Background: an optimization exercise with open tools, aiming at small area and a short achievable clock period. Do not read the settings as production practice.
At most, simulation tests tie the RTL to the original design; equivalence was not proved.
Power is estimated from default activity; no workload was simulated.

==> run D: inputs <==
==> flow/design.v (excerpt) <==
module smul_q31 (
    input  logic        clk,
    input  logic        reset,
    input  logic        go,
    input  logic [31:0] left,
    input  logic [31:0] right,
    output logic [31:0] out,
    output logic        done
);
clock: 8.0 ns
lec_check: 0
cap_margin: 20
core_margin: 2
core_utilization: 45
setup_slack_margin: 2.5
slew_margin: 20
synth_hierarchical: 1
synth_minimum_keep_size: 0
run.sh (not shown) runs the stock make flow with config.mk's settings and CLKGATE_MAP_FILE= SYNTH_SCRIPT=/design/flow/synth_recipe.tcl, a recipe that flattens the netlist after the stock synthesis.
==> inputs of run R, as changes to run D <==
--- a/flow/config.mk
+++ b/flow/config.mk
@@ -8,7 +8,7 @@
 export CAP_MARGIN = 20
 export CORE_MARGIN = 2
 export CORE_UTILIZATION = 45
-export SETUP_SLACK_MARGIN = 2.5
+export SETUP_SLACK_MARGIN = 4.0
 export SLEW_MARGIN = 20
 export SYNTH_HIERARCHICAL = 1
 export SYNTH_MINIMUM_KEEP_SIZE = 0
==> comparison table <==
item	run D	run R
Setup crit end	a2[21]	a2[15]
Final worst clock skew	0.00900 ns	0.0149 ns
Count of plain and timing-repair buffers in the layout	207	343
Final critical path time including I/O delays and setup	5.50 ns	5.12 ns
Max-Slew Margin vs Limit	21.2%	26.5%
Comb power frac	76.3%	80.3%
DR WL/cell	26.8 um	28.8 um
Wire length on met3	5020 um	6340 um
Worst hold slack across all endpoints	0.641 ns	0.634 ns
Met3 track utilization from global routing	5.99%	7.93%
Status	no timing/DRC/antenna violations	no timing/DRC/antenna violations
Number of detailed-route iterations in the first pass	7	6
Sequential cell power	2.29 mW	2.36 mW
Data arrival, critical path	5.67 ns	5.27 ns
Non-filler cells in the finished layout	2283	2416

========
==> run a <==
Another version of the RTL of smul_q31 (not shown whole).
clock: 8.0 ns
lec_check: 0
cap_margin: 20
core_margin: 2
core_utilization: 60
place_density: 0.75
setup_slack_margin: 2.95
slew_margin: 20
synth_hierarchical: 1
synth_minimum_keep_size: 0
standard.sh (not shown) runs the stock make flow with config.mk's settings and CLKGATE_MAP_FILE= SYNTH_SCRIPT=/design/flow/synth_recipe.tcl, a recipe that flattens the netlist after the stock synthesis.
==> flow/flow/run.sh <==
#!/bin/bash
# The standard synthesis and layout, with two changes to how the layout
# is made:
#  - after synthesis, the Booth selector gates (a22oi) are set to their
#    smallest drive strength (the placement's repair steps resize them again
#    where timing needs it);
#  - the input and output ports are buffered with buf_2 cells rather than
#    the flow's default choice.
set -euo pipefail
bash standard.sh synth > synth.log 2>&1
R=orfs/results/sky130hd/smul_q31/base
cat > downsize.tcl <<TCL
read_db $R/1_synth.odb
set db [ord::get_db]
set m1 [\$db findMaster sky130_fd_sc_hd__a22oi_1]
set n 0
foreach inst [[ord::get_db_block] getInsts] {
  if {[[\$inst getMaster] getName] eq "sky130_fd_sc_hd__a22oi_2"} {
    \$inst swapMaster \$m1
    incr n
  }
}
puts "downsized \$n a22oi_2 to a22oi_1"
write_db $R/1_synth.odb
TCL
openroad -no_init -exit downsize.tcl > downsize.log 2>&1
export BUFFER_PORTS_ARGS="-buffer_cell sky130_fd_sc_hd__buf_2"
bash standard.sh > layout.log 2>&1
==> run b (differences from run a) <==
CORE_UTILIZATION = 45   (was 60)
PLACE_DENSITY = unset   (was 0.75)
SETUP_SLACK_MARGIN = 2.8   (was 2.95)
==> run c (differences from run a) <==
SETUP_SLACK_MARGIN = 2.8   (was 2.95)
==> run d (differences from run a) <==
CORE_UTILIZATION = 65   (was 60)
PLACE_DENSITY = 0.82   (was 0.75)
SETUP_SLACK_MARGIN = 2.8   (was 2.95)
==> summary.txt <==
Wire length of the first global-routing pass = 85100 um
Logic depth of the worst setup path including buffers = 13
Nets = 2074
Minimum setup slack in the final design = 2.88 ns
Standard cell core area = 26000 um2
Worst endpoint data arrival time = 5.36 ns
Average via count per standard cell = 7.12
Status = complete, no violations
CLK BUF = 9
Endpoint of the lowest-slack register-to-register path = sb[22]$_DFF_P_
CTS resizes = 45
Number of global-route vias before repair = 14200
the above is filed under run a

==> summary.txt <==
Status = complete, no violations
Sequential power = 1.17 mW
Standard cell core area = 26000 um2
Endpoint of the lowest-slack register-to-register path = sb[12]$_DFF_P_
CTS resizes = 34
Number of global-route vias before repair = 13700
Worst endpoint data arrival time = 5.39 ns
Logic depth of the worst setup path including buffers = 10
Nets = 2037
Average via count per standard cell = 6.96
Wire length of the first global-routing pass = 81000 um
the above is filed under run c

==> summary.txt <==
Area growth syn-to-layout = 15.2%
Average via count per standard cell = 6.39
Most used cells in the layout excluding fill and tap cells = xnor2_1 (279), fa_1 (276), a22oi_1 (264)
Hold Path Depth = 1
CLK BUF = 9
Standard cell core area = 34500 um2
CTS resizes = 26
Status = complete, no violations
Number of global-route vias before repair = 13500
Worst endpoint data arrival time = 5.46 ns
Minimum setup slack in the final design = 2.78 ns
Endpoint of the lowest-slack register-to-register path = sb[18]$_DFF_P_
the above is filed under run b

==> summary.txt <==
Status = complete, no violations
Endpoint of the lowest-slack register-to-register path = sb[12]$_DFF_P_
Average via count per standard cell = 7.16
Wire length of the first global-routing pass = 82200 um
Number of global-route vias before repair = 13900
Worst endpoint data arrival time = 5.48 ns
Standard cell core area = 24100 um2
CTS resizes = 48
Nets = 2056
Minimum setup slack in the final design = 2.76 ns
the above is filed under run d


========
==> ember: inputs <==
Another version of the RTL of smul_q31 (not shown whole).
export LEC_CHECK = 0
export CAP_MARGIN = 20
export CORE_MARGIN = 2
export CORE_UTILIZATION = 45
export SETUP_SLACK_MARGIN = 2.8
export SLEW_MARGIN = 20
export SYNTH_HIERARCHICAL = 1
export SYNTH_MINIMUM_KEEP_SIZE = 0
create_clock -name core_clock -period 8.0 [get_ports {clk}]
Scripts as last shown in full above: flow/flow/run.sh
==> nickel (differences from ember) <==
--- a/flow/design.v
+++ b/flow/design.v
@@ -250,51 +250,51 @@
   assign ea[46] = (hold & sa[38]);
   assign eb[46] = (hold & sb[38]);
   assign ea[47] = (hold & sa[39]);
   assign eb[47] = (hold & sb[39]);
   wire ec = cyc2 & qlo[8];
   wire eh = hold & sl;
-  wire [1:0] neg0, one0, two0;
-  sq_benc e0[1:0] (.b(bs[2:0]), .neg(neg0), .one(one0), .two(two0));
-  wire [1:0] neg1, one1, two1;
-  sq_benc e1[1:0] (.b(bs[4:2]), .neg(neg1), .one(one1), .two(two1));
-  wire [1:0] neg2, one2, two2;
-  sq_benc e2[1:0] (.b(bs[6:4]), .neg(neg2), .one(one2), .two(two2));
-  wire [1:0] neg3, one3, two3;
-  sq_benc e3[1:0] (.b(bs[8:6]), .neg(neg3), .one(one3), .two(two3));
-  wire [1:0] neg4, one4, two4;
-  sq_benc e4[1:0] (.b(bs[10:8]), .neg(neg4), .one(one4), .two(two4));
-  wire [1:0] neg5, one5, two5;
-  sq_benc e5[1:0] (.b(bs[12:10]), .neg(neg5), .one(one5), .two(two5));
-  wire [1:0] neg6, one6, two6;
-  sq_benc e6[1:0] (.b(bs[14:12]), .neg(neg6), .one(one6), .two(two6));
-  wire [1:0] neg7, one7, two7;
-  sq_benc e7[1:0] (.b(bs[16:14]), .neg(neg7), .one(one7), .two(two7));
+  wire [0:0] neg0, one0, two0;
+  sq_benc e0 (.b(bs[2:0]), .neg(neg0), .one(one0), .two(two0));
+  wire [0:0] neg1, one1, two1;
+  sq_benc e1 (.b(bs[4:2]), .neg(neg1), .one(one1), .two(two1));
+  wire [0:0] neg2, one2, two2;
+  sq_benc e2 (.b(bs[6:4]), .neg(neg2), .one(one2), .two(two2));
+  wire [0:0] neg3, one3, two3;
+  sq_benc e3 (.b(bs[8:6]), .neg(neg3), .one(one3), .two(two3));
+  wire [0:0] neg4, one4, two4;
+  sq_benc e4 (.b(bs[10:8]), .neg(neg4), .one(one4), .two(two4));
+  wire [0:0] neg5, one5, two5;
+  sq_benc e5 (.b(bs[12:10]), .neg(neg5), .one(one5), .two(two5));
+  wire [0:0] neg6, one6, two6;
+  sq_benc e6 (.b(bs[14:12]), .neg(neg6), .one(one6), .two(two6));
+  wire [0:0] neg7, one7, two7;
+  sq_benc e7 (.b(bs[16:14]), .neg(neg7), .one(one7), .two(two7));
   wire [32:0] pp0, q0;
-  sq_bpp b0[32:0] (.x0({x[31], x}), .x1({x, 1'b0}), .neg({{17{neg0[1]}}, {16{neg0[0]}}}), .one({{17{one0[1]}}, {16{one0[0]}}}), .two({{17{two0[1]}}, {16{two0[0]}}}), .p(q0));
+  sq_bpp b0[32:0] (.x0({x[31], x}), .x1({x, 1'b0}), .neg({{17{neg0[0]}}, {16{neg0[0]}}}), .one({{17{one0[0]}}, {16{one0[0]}}}), .two({{17{two0[0]}}, {16{two0[0]}}}), .p(q0));
   assign pp0 = {~q0[32], q0[31:0]};
   wire [32:0] pp1, q1;
-  sq_bpp b1[32:0] (.x0({x[31], x}), .x1({x, 1'b0}), .neg({{17{neg1[1]}}, {16{neg1[0]}}}), .one({{17{one1[1]}}, {16{one1[0]}}}), .two({{17{two1[1]}}, {16{two1[0]}}}), .p(q1));
+  sq_bpp b1[32:0] (.x0({x[31], x}), .x1({x, 1'b0}), .neg({{17{neg1[0]}}, {16{neg1[0]}}}), .one({{17{one1[0]}}, {16{one1[0]}}}), .two({{17{two1[0]}}, {16{two1[0]}}}), .p(q1));
   assign pp1 = {~q1[32], q1[31:0]};
   wire [32:0] pp2, q2;
-  sq_bpp b2[32:0] (.x0({x[31], x}), .x1({x, 1'b0}), .neg({{17{neg2[1]}}, {16{neg2[0]}}}), .one({{17{one2[1]}}, {16{one2[0]}}}), .two({{17{two2[1]}}, {16{two2[0]}}}), .p(q2));
+  sq_bpp b2[32:0] (.x0({x[31], x}), .x1({x, 1'b0}), .neg({{17{neg2[0]}}, {16{neg2[0]}}}), .one({{17{one2[0]}}, {16{one2[0]}}}), .two({{17{two2[0]}}, {16{two2[0]}}}), .p(q2));
   assign pp2 = {~q2[32], q2[31:0]};
   wire [32:0] pp3, q3;
-  sq_bpp b3[32:0] (.x0({x[31], x}), .x1({x, 1'b0}), .neg({{17{neg3[1]}}, {16{neg3[0]}}}), .one({{17{one3[1]}}, {16{one3[0]}}}), .two({{17{two3[1]}}, {16{two3[0]}}}), .p(q3));
+  sq_bpp b3[32:0] (.x0({x[31], x}), .x1({x, 1'b0}), .neg({{17{neg3[0]}}, {16{neg3[0]}}}), .one({{17{one3[0]}}, {16{one3[0]}}}), .two({{17{two3[0]}}, {16{two3[0]}}}), .p(q3));
   assign pp3 = {~q3[32], q3[31:0]};
   wire [32:0] pp4, q4;
-  sq_bpp b4[32:0] (.x0({x[31], x}), .x1({x, 1'b0}), .neg({{17{neg4[1]}}, {16{neg4[0]}}}), .one({{17{one4[1]}}, {16{one4[0]}}}), .two({{17{two4[1]}}, {16{two4[0]}}}), .p(q4));
+  sq_bpp b4[32:0] (.x0({x[31], x}), .x1({x, 1'b0}), .neg({{17{neg4[0]}}, {16{neg4[0]}}}), .one({{17{one4[0]}}, {16{one4[0]}}}), .two({{17{two4[0]}}, {16{two4[0]}}}), .p(q4));
   assign pp4 = {~q4[32], q4[31:0]};
   wire [32:0] pp5, q5;
-  sq_bpp b5[32:0] (.x0({x[31], x}), .x1({x, 1'b0}), .neg({{17{neg5[1]}}, {16{neg5[0]}}}), .one({{17{one5[1]}}, {16{one5[0]}}}), .two({{17{two5[1]}}, {16{two5[0]}}}), .p(q5));
+  sq_bpp b5[32:0] (.x0({x[31], x}), .x1({x, 1'b0}), .neg({{17{neg5[0]}}, {16{neg5[0]}}}), .one({{17{one5[0]}}, {16{one5[0]}}}), .two({{17{two5[0]}}, {16{two5[0]}}}), .p(q5));
   assign pp5 = {~q5[32], q5[31:0]};
   wire [32:0] pp6, q6;
-  sq_bpp b6[32:0] (.x0({x[31], x}), .x1({x, 1'b0}), .neg({{17{neg6[1]}}, {16{neg6[0]}}}), .one({{17{one6[1]}}, {16{one6[0]}}}), .two({{17{two6[1]}}, {16{two6[0]}}}), .p(q6));
+  sq_bpp b6[32:0] (.x0({x[31], x}), .x1({x, 1'b0}), .neg({{17{neg6[0]}}, {16{neg6[0]}}}), .one({{17{one6[0]}}, {16{one6[0]}}}), .two({{17{two6[0]}}, {16{two6[0]}}}), .p(q6));
   assign pp6 = {~q6[32], q6[31:0]};
   wire [32:0] pp7, q7;
-  sq_bpp b7[32:0] (.x0({x[31], x}), .x1({x, 1'b0}), .neg({{17{neg7[1]}}, {16{neg7[0]}}}), .one({{17{one7[1]}}, {16{one7[0]}}}), .two({{17{two7[1]}}, {16{two7[0]}}}), .p(q7));
+  sq_bpp b7[32:0] (.x0({x[31], x}), .x1({x, 1'b0}), .neg({{17{neg7[0]}}, {16{neg7[0]}}}), .one({{17{one7[0]}}, {16{one7[0]}}}), .two({{17{two7[0]}}, {16{two7[0]}}}), .p(q7));
   assign pp7 = {~q7[32], q7[31:0]};
   wire s1, c2;
   sq_ha h2 (.a(ea[12]), .b(eb[12]), .s(s1), .co(c2));
   wire s3, c4;
   sq_ha h4 (.a(ea[13]), .b(eb[13]), .s(s3), .co(c4));
   wire s5, c6;
Settings changed: CORE_UTILIZATION 45 to 60.
==> zinc (differences from ember) <==
--- a/flow/design.v
+++ b/flow/design.v
@@ -250,51 +250,51 @@
   assign ea[46] = (hold & sa[38]);
   assign eb[46] = (hold & sb[38]);
   assign ea[47] = (hold & sa[39]);
   assign eb[47] = (hold & sb[39]);
   wire ec = cyc2 & qlo[8];
   wire eh = hold & sl;
-  wire [1:0] neg0, one0, two0;
-  sq_benc e0[1:0] (.b(bs[2:0]), .neg(neg0), .one(one0), .two(two0));
-  wire [1:0] neg1, one1, two1;
-  sq_benc e1[1:0] (.b(bs[4:2]), .neg(neg1), .one(one1), .two(two1));
-  wire [1:0] neg2, one2, two2;
-  sq_benc e2[1:0] (.b(bs[6:4]), .neg(neg2), .one(one2), .two(two2));
-  wire [1:0] neg3, one3, two3;
-  sq_benc e3[1:0] (.b(bs[8:6]), .neg(neg3), .one(one3), .two(two3));
-  wire [1:0] neg4, one4, two4;
-  sq_benc e4[1:0] (.b(bs[10:8]), .neg(neg4), .one(one4), .two(two4));
-  wire [1:0] neg5, one5, two5;
-  sq_benc e5[1:0] (.b(bs[12:10]), .neg(neg5), .one(one5), .two(two5));
-  wire [1:0] neg6, one6, two6;
-  sq_benc e6[1:0] (.b(bs[14:12]), .neg(neg6), .one(one6), .two(two6));
-  wire [1:0] neg7, one7, two7;
-  sq_benc e7[1:0] (.b(bs[16:14]), .neg(neg7), .one(one7), .two(two7));
+  wire [0:0] neg0, one0, two0;
+  sq_benc e0 (.b(bs[2:0]), .neg(neg0), .one(one0), .two(two0));
+  wire [0:0] neg1, one1, two1;
+  sq_benc e1 (.b(bs[4:2]), .neg(neg1), .one(one1), .two(two1));
+  wire [0:0] neg2, one2, two2;
+  sq_benc e2 (.b(bs[6:4]), .neg(neg2), .one(one2), .two(two2));
+  wire [0:0] neg3, one3, two3;
+  sq_benc e3 (.b(bs[8:6]), .neg(neg3), .one(one3), .two(two3));
+  wire [0:0] neg4, one4, two4;
+  sq_benc e4 (.b(bs[10:8]), .neg(neg4), .one(one4), .two(two4));
+  wire [0:0] neg5, one5, two5;
+  sq_benc e5 (.b(bs[12:10]), .neg(neg5), .one(one5), .two(two5));
+  wire [0:0] neg6, one6, two6;
+  sq_benc e6 (.b(bs[14:12]), .neg(neg6), .one(one6), .two(two6));
+  wire [0:0] neg7, one7, two7;
+  sq_benc e7 (.b(bs[16:14]), .neg(neg7), .one(one7), .two(two7));
   wire [32:0] pp0, q0;
-  sq_bpp b0[32:0] (.x0({x[31], x}), .x1({x, 1'b0}), .neg({{17{neg0[1]}}, {16{neg0[0]}}}), .one({{17{one0[1]}}, {16{one0[0]}}}), .two({{17{two0[1]}}, {16{two0[0]}}}), .p(q0));
+  sq_bpp b0[32:0] (.x0({x[31], x}), .x1({x, 1'b0}), .neg({{17{neg0[0]}}, {16{neg0[0]}}}), .one({{17{one0[0]}}, {16{one0[0]}}}), .two({{17{two0[0]}}, {16{two0[0]}}}), .p(q0));
   assign pp0 = {~q0[32], q0[31:0]};
   wire [32:0] pp1, q1;
-  sq_bpp b1[32:0] (.x0({x[31], x}), .x1({x, 1'b0}), .neg({{17{neg1[1]}}, {16{neg1[0]}}}), .one({{17{one1[1]}}, {16{one1[0]}}}), .two({{17{two1[1]}}, {16{two1[0]}}}), .p(q1));
+  sq_bpp b1[32:0] (.x0({x[31], x}), .x1({x, 1'b0}), .neg({{17{neg1[0]}}, {16{neg1[0]}}}), .one({{17{one1[0]}}, {16{one1[0]}}}), .two({{17{two1[0]}}, {16{two1[0]}}}), .p(q1));
   assign pp1 = {~q1[32], q1[31:0]};
   wire [32:0] pp2, q2;
-  sq_bpp b2[32:0] (.x0({x[31], x}), .x1({x, 1'b0}), .neg({{17{neg2[1]}}, {16{neg2[0]}}}), .one({{17{one2[1]}}, {16{one2[0]}}}), .two({{17{two2[1]}}, {16{two2[0]}}}), .p(q2));
+  sq_bpp b2[32:0] (.x0({x[31], x}), .x1({x, 1'b0}), .neg({{17{neg2[0]}}, {16{neg2[0]}}}), .one({{17{one2[0]}}, {16{one2[0]}}}), .two({{17{two2[0]}}, {16{two2[0]}}}), .p(q2));
   assign pp2 = {~q2[32], q2[31:0]};
   wire [32:0] pp3, q3;
-  sq_bpp b3[32:0] (.x0({x[31], x}), .x1({x, 1'b0}), .neg({{17{neg3[1]}}, {16{neg3[0]}}}), .one({{17{one3[1]}}, {16{one3[0]}}}), .two({{17{two3[1]}}, {16{two3[0]}}}), .p(q3));
+  sq_bpp b3[32:0] (.x0({x[31], x}), .x1({x, 1'b0}), .neg({{17{neg3[0]}}, {16{neg3[0]}}}), .one({{17{one3[0]}}, {16{one3[0]}}}), .two({{17{two3[0]}}, {16{two3[0]}}}), .p(q3));
   assign pp3 = {~q3[32], q3[31:0]};
   wire [32:0] pp4, q4;
-  sq_bpp b4[32:0] (.x0({x[31], x}), .x1({x, 1'b0}), .neg({{17{neg4[1]}}, {16{neg4[0]}}}), .one({{17{one4[1]}}, {16{one4[0]}}}), .two({{17{two4[1]}}, {16{two4[0]}}}), .p(q4));
+  sq_bpp b4[32:0] (.x0({x[31], x}), .x1({x, 1'b0}), .neg({{17{neg4[0]}}, {16{neg4[0]}}}), .one({{17{one4[0]}}, {16{one4[0]}}}), .two({{17{two4[0]}}, {16{two4[0]}}}), .p(q4));
   assign pp4 = {~q4[32], q4[31:0]};
   wire [32:0] pp5, q5;
-  sq_bpp b5[32:0] (.x0({x[31], x}), .x1({x, 1'b0}), .neg({{17{neg5[1]}}, {16{neg5[0]}}}), .one({{17{one5[1]}}, {16{one5[0]}}}), .two({{17{two5[1]}}, {16{two5[0]}}}), .p(q5));
+  sq_bpp b5[32:0] (.x0({x[31], x}), .x1({x, 1'b0}), .neg({{17{neg5[0]}}, {16{neg5[0]}}}), .one({{17{one5[0]}}, {16{one5[0]}}}), .two({{17{two5[0]}}, {16{two5[0]}}}), .p(q5));
   assign pp5 = {~q5[32], q5[31:0]};
   wire [32:0] pp6, q6;
-  sq_bpp b6[32:0] (.x0({x[31], x}), .x1({x, 1'b0}), .neg({{17{neg6[1]}}, {16{neg6[0]}}}), .one({{17{one6[1]}}, {16{one6[0]}}}), .two({{17{two6[1]}}, {16{two6[0]}}}), .p(q6));
+  sq_bpp b6[32:0] (.x0({x[31], x}), .x1({x, 1'b0}), .neg({{17{neg6[0]}}, {16{neg6[0]}}}), .one({{17{one6[0]}}, {16{one6[0]}}}), .two({{17{two6[0]}}, {16{two6[0]}}}), .p(q6));
   assign pp6 = {~q6[32], q6[31:0]};
   wire [32:0] pp7, q7;
-  sq_bpp b7[32:0] (.x0({x[31], x}), .x1({x, 1'b0}), .neg({{17{neg7[1]}}, {16{neg7[0]}}}), .one({{17{one7[1]}}, {16{one7[0]}}}), .two({{17{two7[1]}}, {16{two7[0]}}}), .p(q7));
+  sq_bpp b7[32:0] (.x0({x[31], x}), .x1({x, 1'b0}), .neg({{17{neg7[0]}}, {16{neg7[0]}}}), .one({{17{one7[0]}}, {16{one7[0]}}}), .two({{17{two7[0]}}, {16{two7[0]}}}), .p(q7));
   assign pp7 = {~q7[32], q7[31:0]};
   wire s1, c2;
   sq_ha h2 (.a(ea[12]), .b(eb[12]), .s(s1), .co(c2));
   wire s3, c4;
   sq_ha h4 (.a(ea[13]), .b(eb[13]), .s(s3), .co(c4));
   wire s5, c6;
==> summary of the runs <==
The lowest core utilization belongs to zinc, the highest to nickel. Of ember and zinc, zinc has the higher global-route usage (gap 1.4 points). Total power: ember > zinc > nickel. Between zinc and ember, the lower count of clock-buffer cells in the layout is in zinc (gap 2). In synthesized cell count, nickel and zinc do not differ. Non-clock buffer count, highest first: ember, zinc, nickel. Die area, lowest first: nickel, zinc, ember. First-iteration DRC count, highest first: nickel, zinc, ember. The highest cell area belongs to ember, the lowest to nickel. Between zinc and ember, the lower sequential share of layout area is in ember (gap 0.24 points).
==> figures <==
	nickel	ember	zinc
Flop2flop setup slack	2920 ps	3020 ps	3040 ps
Final worst-path setup slack	2850 ps	2840 ps	2830 ps
Delay of the slowest cell on the worst path	500 ps	520 ps	610 ps
Die span in y	168 um	196 um	194 um
Global placement routability congestion	0.934	0.925	0.908
Initial DRC count	1711	1475	1558
Result of the run	finished clean	finished clean	finished clean
R2R Path Start	d0	d1	d0
Total instance count after detailed placement	1942	2095	2072
Number of inserted diodes	2	0	3
Cell row count	60	70	69
Sum of met2 wire segment lengths after detailed routing	24200 um	25900 um	25900 um
Non-filler cells, final	1997	2194	2123
Nets	2082	2154	2086
Static leakage	6.95 nW	7.29 nW	6.99 nW
Met1 track utilization from global routing	53.9%	43.0%	44.7%
Largest vdd supply drop	0.000369 V	0.000251 V	0.000281 V
Clock tree buffer count of the final layout	9	11	9
Highest attainable clock frequency	194 MHz	194 MHz	193 MHz
Layout overhead on the synthesized area	14.2%	16.2%	15.3%
Critical R2R Capture	sb[10]	sb[22]	sb[13]
PD cells	508 nW/um^2	496 nW/um^2	508 nW/um^2
Function was not checked in any run of this note: the RTL went through the layout flow alone.

## port drivers added, routing unchanged
Ports are ideal in the flow. The routed layouts listed here were re-timed in OpenROAD.
Step 1: set_driving_cell puts a clkbuf_16 on clk and a buf_2 on each other input, an assumption about the parent block.
Step 2 times the ports against the registers' clock, not the clock port: input delays grow and output delays shrink by t, the midpoint of the rising clock arrivals with the driver on.
Slacks: ideal ports / drivers / drivers and shift; pairs: ideal ports / drivers.
run | shift t [ns] | slack for setup (ns) | worst slew at a driven data input, ns | cell pins on the clock port's net
run D of note 1 | 0.483 | 2.503 / 2.539 / 2.055 | 0.04 | 1
run R of note 1 | 0.478 | 2.878 / 2.894 / 2.416 | 0.07 | 1
run a of note 2 | 0.400 | 2.881 / 2.902 / 2.503 | 0.07 | 1
run b of note 2 | 0.407 | 2.777 / 2.797 / 2.390 | 0.04 | 1
run c of note 2 | 0.395 | 2.851 / 2.863 / 2.468 | 0.05 | 1
run d of note 2 | 0.408 | 2.757 / 2.779 / 2.371 | 0.06 | 1
ember | 0.387 | 2.836 / 2.859 / 2.472 | 0.05 | 1
nickel | 0.409 | 2.850 / 2.883 / 2.474 | 0.04 | 1
zinc | 0.407 | 2.828 / 2.851 / 2.443 | 0.04 | 1
After both steps every run listed still meets setup and hold. The setup slack of run R of note 1, which loses most, moves by +0.016 ns with the drivers and by -0.462 ns with both steps.
